Context: an optimization exercise on an open-source flow, tuned for small area and a short achievable clock period. The choices shown serve that exercise and are no tape-out recipe.
At most, simulation tests tie the RTL to the original design; equivalence was not proved.
No activity file was given, so power comes from the tool's default toggle rates.

## FIR_filter
module FIR_filter #(
    parameter  N1   = 8,
    parameter  N2 = 16 ,
    parameter integer N3  = 32
)(
    input  wire                      clk,
    input  wire                      rst,
    input  wire                      enable,
    input  wire signed [N2-1:0]    input_data,
    output  signed [N3-1:0]   sampleT,
   output   signed [N3-1:0] output_data
);
Size: about 1000 cells after synthesis, about 160 flip-flops, roughly 83 I/O pins, ~12000 um^2 of cells after synthesis.
Settings: LEC_CHECK=0, CAP_MARGIN=20, CORE_MARGIN=2, CORE_UTILIZATION=60, CTS_BUF_LIST=sky130_fd_sc_hd__clkbuf_8, CTS_CLUSTER_DIAMETER=100, CTS_CLUSTER_SIZE=40, PLACE_DENSITY=0.7, SLEW_MARGIN=20, SYNTH_HIERARCHICAL=1, SYNTH_MINIMUM_KEEP_SIZE=0; clock period 12.0 ns.
run.sh (not shown) runs the stock make flow with config.mk's settings and CLKGATE_MAP_FILE= SYNTH_SCRIPT=/design/flow/synth_recipe.tcl, a recipe that flattens the netlist after the stock synthesis.
Next try:
--- a/flow/design.v
+++ b/flow/design.v
@@ -408,51 +408,39 @@
   wire [16:0] u_in = u_in_p ^ {u_in_c, 1'b0};
   wire [17:0] yo_a = {yha, yc};
   wire [17:0] yo_b = {yhb, yc};
   wire [17:0] yo_p = yo_a ^ yo_b;
   wire [17:0] yo_g = yo_a & yo_b;
   wire [16:0] yo_c;
   fir_pfx_yo u_pfx_yo (.p(yo_p[16:0]), .g(yo_g[16:0]), .c(yo_c));
   wire [17:0] yo = yo_p ^ {yo_c, 1'b0};
-  wire yo_sgn0;
-  fir_xor u_yo_sgn0 (.a(yo_p[17]), .b(yo_c[16]), .y(yo_sgn0));
-  wire yo_sgn1;
-  fir_xor u_yo_sgn1 (.a(yo_p[17]), .b(yo_c[16]), .y(yo_sgn1));
-  wire yo_sgn2;
-  fir_xor u_yo_sgn2 (.a(yo_p[17]), .b(yo_c[16]), .y(yo_sgn2));
-  wire yo_sgn3;
-  fir_xor u_yo_sgn3 (.a(yo_p[17]), .b(yo_c[16]), .y(yo_sgn3));
   wire [24:0] y = {yo[17:1], ylo};
-  wire [7:0] ysign = {{2{yo_sgn3}}, {2{yo_sgn2}}, {2{yo_sgn1}}, {2{yo_sgn0}}};
   always @(posedge clk) begin
     if (rst) begin
       s0 <= 16'd0;
       u0 <= 17'd0; u1 <= 17'd0; u2 <= 17'd0; u3 <= 17'd0; u4 <= 17'd0; u5 <= 17'd0;
       ylo <= 8'd0; yc <= 1'b0; yha <= 17'd0; yhb <= 17'd0;
     end else if (enable) begin
       ylo <= ylo_next[7:0]; yc <= ylo_next[8]; yha <= yha_next; yhb <= yhb_next;
       s0 <= input_data;
       u0 <= u_in; u1 <= u0; u2 <= u1; u3 <= u2; u4 <= u3; u5 <= u4;
     end
   end
-  assign output_data = {ysign, y[23:0]};
+  assign output_data = {{7{y[24]}}, y};
   assign sampleT = {{16{s0[15]}}, s0};
 endmodule
 module fir_fa (input wire a, input wire b, input wire c, output wire s, output wire co);
   assign s = a ^ b ^ c;
   assign co = (a & b) | (a & c) | (b & c);
 endmodule
 module fir_ha (input wire a, input wire b, output wire s, output wire co);
   assign s = a ^ b;
   assign co = a & b;
 endmodule
-module fir_xor (input wire a, input wire b, output wire y);
-  assign y = a ^ b;
-endmodule
 module fir_pfx_ylo_next (input wire [7:0] p, input wire [7:0] g, output wire [7:0] c);
   wire G1 = g[1] | (p[1] & g[0]);
   wire P2 = p[1] & p[0];
   wire G3 = g[3] | (p[3] & g[2]);
   wire P4 = p[3] & p[2];
   wire G5 = g[5] | (p[5] & g[4]);
   wire P6 = p[5] & p[4];
   wire G7 = g[7] | (p[7] & g[6]);
=> Final area hardly moves. Via count stays flat. Synthesized cell count is lower by 0.39%. Global-route usage goes down by 0.20 points. Die area stays flat. Clock power rises by about 9%.
No functional check of the RTL was part of any run of this note.

========
north:
FIR_filter, a different RTL version from the one above (not shown whole).
Size: ~160 flip-flops, ~12000 µm² of cells after synthesis.
Settings: LEC_CHECK=0, CAP_MARGIN=20, CORE_MARGIN=2, CORE_UTILIZATION=75, CTS_BUF_LIST=sky130_fd_sc_hd__clkbuf_8, CTS_CLUSTER_DIAMETER=100, CTS_CLUSTER_SIZE=40, PLACE_DENSITY=0.8, SLEW_MARGIN=20, SYNTH_HIERARCHICAL=1, SYNTH_MINIMUM_KEEP_SIZE=0; clock period 12.0 ns.
standard.sh (not shown) runs the stock make flow with config.mk's settings and CLKGATE_MAP_FILE= SYNTH_SCRIPT=/design/flow/synth_recipe.tcl, a recipe that flattens the netlist after the stock synthesis.
==> flow/flow/run.sh <==
#!/bin/bash
# The standard layout (the standard.sh, unchanged synthesis and steps), with the
# port buffers that the flow inserts on every input and output made from buf_1 cells,
# and repair_timing asked for more setup slack than the 12 ns clock needs.
# make's output goes to layout.log; each tool's own log is under orfs/logs/.
set -euo pipefail
bash standard.sh 'BUFFER_PORTS_ARGS=-buffer_cell sky130_fd_sc_hd__buf_1' SETUP_SLACK_MARGIN=7.6 TNS_END_PERCENT=5 finish > layout.log 2>&1
Edits applied to the flow inputs when going from north to south:
--- a/flow/design.v
+++ b/flow/design.v
@@ -417,40 +417,48 @@
   fir_xor u_yo_sgn0 (.a(yo_p[19]), .b(yo_c[18]), .y(yo_sgn0));
   wire yo_sgn1;
   fir_xor u_yo_sgn1 (.a(yo_p[19]), .b(yo_c[18]), .y(yo_sgn1));
   wire yo_sgn2;
   fir_xor u_yo_sgn2 (.a(yo_p[19]), .b(yo_c[18]), .y(yo_sgn2));
   wire yo_sgn3;
   fir_xor u_yo_sgn3 (.a(yo_p[19]), .b(yo_c[18]), .y(yo_sgn3));
   wire [24:0] y = {yo[19:1], ylo};
   wire [7:0] ysign = {{2{yo_sgn3}}, {2{yo_sgn2}}, {2{yo_sgn1}}, {2{yo_sgn0}}};
+  wire ld, hold;
+  fir_ctl u_ctl (.rst(rst), .enable(enable), .ld(ld), .hold(hold));
   always @(posedge clk) begin
-    if (rst) begin
-      s0 <= 16'd0;
-      u0 <= 17'd0; u1 <= 17'd0; u2 <= 17'd0; u3 <= 17'd0; u4 <= 17'd0; u5 <= 17'd0;
-      ylo <= 6'd0; yc <= 1'b0; yhp <= 19'd0; yhg <= 19'd0;
-    end else if (enable) begin
-      ylo <= ylo_next[5:0]; yc <= ylo_next[6]; yhp <= yhp_next; yhg <= yhg_next;
-      s0 <= input_data;
-      u0 <= u_in; u1 <= u0; u2 <= u1; u3 <= u2; u4 <= u3; u5 <= u4;
-    end
+    ylo <= ({6{ld}} & ylo_next[5:0]) | ({6{hold}} & ylo);
+    yc <= ({1{ld}} & ylo_next[6]) | ({1{hold}} & yc);
+    yhp <= ({19{ld}} & yhp_next) | ({19{hold}} & yhp);
+    yhg <= (({19{ld}} & yhg_next) | ({19{hold}} & yhg)) & 19'b0111111101111111101;
+    s0 <= ({16{ld}} & input_data) | ({16{hold}} & s0);
+    u0 <= ({17{ld}} & u_in) | ({17{hold}} & u0);
+    u1 <= ({17{ld}} & u0) | ({17{hold}} & u1);
+    u2 <= ({17{ld}} & u1) | ({17{hold}} & u2);
+    u3 <= ({17{ld}} & u2) | ({17{hold}} & u3);
+    u4 <= ({17{ld}} & u3) | ({17{hold}} & u4);
+    u5 <= ({17{ld}} & u4) | ({17{hold}} & u5);
   end
   assign output_data = {ysign, y[23:0]};
   assign sampleT = {{16{s0[15]}}, s0};
 endmodule
 module fir_fa (input wire a, input wire b, input wire c, output wire s, output wire co);
   assign s = a ^ b ^ c;
   assign co = (a & b) | (a & c) | (b & c);
 endmodule
 module fir_ha (input wire a, input wire b, output wire s, output wire co);
   assign s = a ^ b;
   assign co = a & b;
 endmodule
+module fir_ctl (input wire rst, input wire enable, output wire ld, output wire hold);
+  assign ld = enable & ~rst;
+  assign hold = ~enable & ~rst;
+endmodule
 module fir_xor (input wire a, input wire b, output wire y);
   assign y = a ^ b;
 endmodule
 module fir_pfx_ylo_next (input wire [5:0] p, input wire [5:0] g, output wire [5:0] c);
   wire G1 = g[1] | (p[1] & g[0]);
   wire P2 = p[1] & p[0];
   wire G3 = g[3] | (p[3] & g[2]);
   wire P4 = p[3] & p[2];
   wire G5 = g[5] | (p[5] & g[4]);
Notes after the runs:
- south reached the end of the flow, and the finished layout is clean on the timing, design-rule and antenna checks.
- Of south and north, south shows the higher proportion of final cell area spent on non-clock buffers, with north below it.
- | achievable frequency | higher: south |
- Changes observed in south relative to north: overall die area fell about 5.6%, worst-case setup margin in the final layout climbed 0.080 ns.
- In the reports for south and north, the smaller final critical path time including I/O delays and setup belongs to south.
- south vs north on pin count of the biggest net entering global routing: south is the higher one.
- On south: die width is 2.8% lower than what north gave.
- Looking at combinational group share of total power, south sits below north.
No functional check of the RTL was part of north.

==> static timing again, ports no longer ideal <==
The flow's constraints put no driver on any port. The routed layouts listed below were extracted and timed again, unchanged, in two steps.
Step 1 (the two cells are an assumption about what drives the block):
set clk [get_ports {clk}]
set_driving_cell -lib_cell sky130_fd_sc_hd__clkbuf_16 $clk
set_driving_cell -lib_cell sky130_fd_sc_hd__buf_2 [delete_from_list [all_inputs] $clk]
Step 2 adds t to the input delays and takes it off the output delays; t is the mean of the earliest and latest rising clock arrival at the registers after step 1. Input paths then give back, and output paths get back, about the clock's delay inside the block.
a / b / c = ideal ports / drivers / drivers and shift; a / b = the first two.
| run | t, ns | setup WS [ns] | pins driven straight from the clock port |
|---|---|---|---|
| the first run of note 1 | 0.490 | 6.522 / 6.483 / 6.505 | 1 |
| the second run of note 1 | 0.497 | 6.580 / 6.538 / 6.511 | 1 |
| north | 0.485 | 7.361 / 7.322 / 6.900 | 1 |
| south | 0.499 | 7.442 / 7.407 / 7.018 | 1 |
After both steps every run listed still meets setup and hold. For north, which loses most, drivers alone change the setup slack by -0.039 ns; drivers and shift together by -0.461 ns.
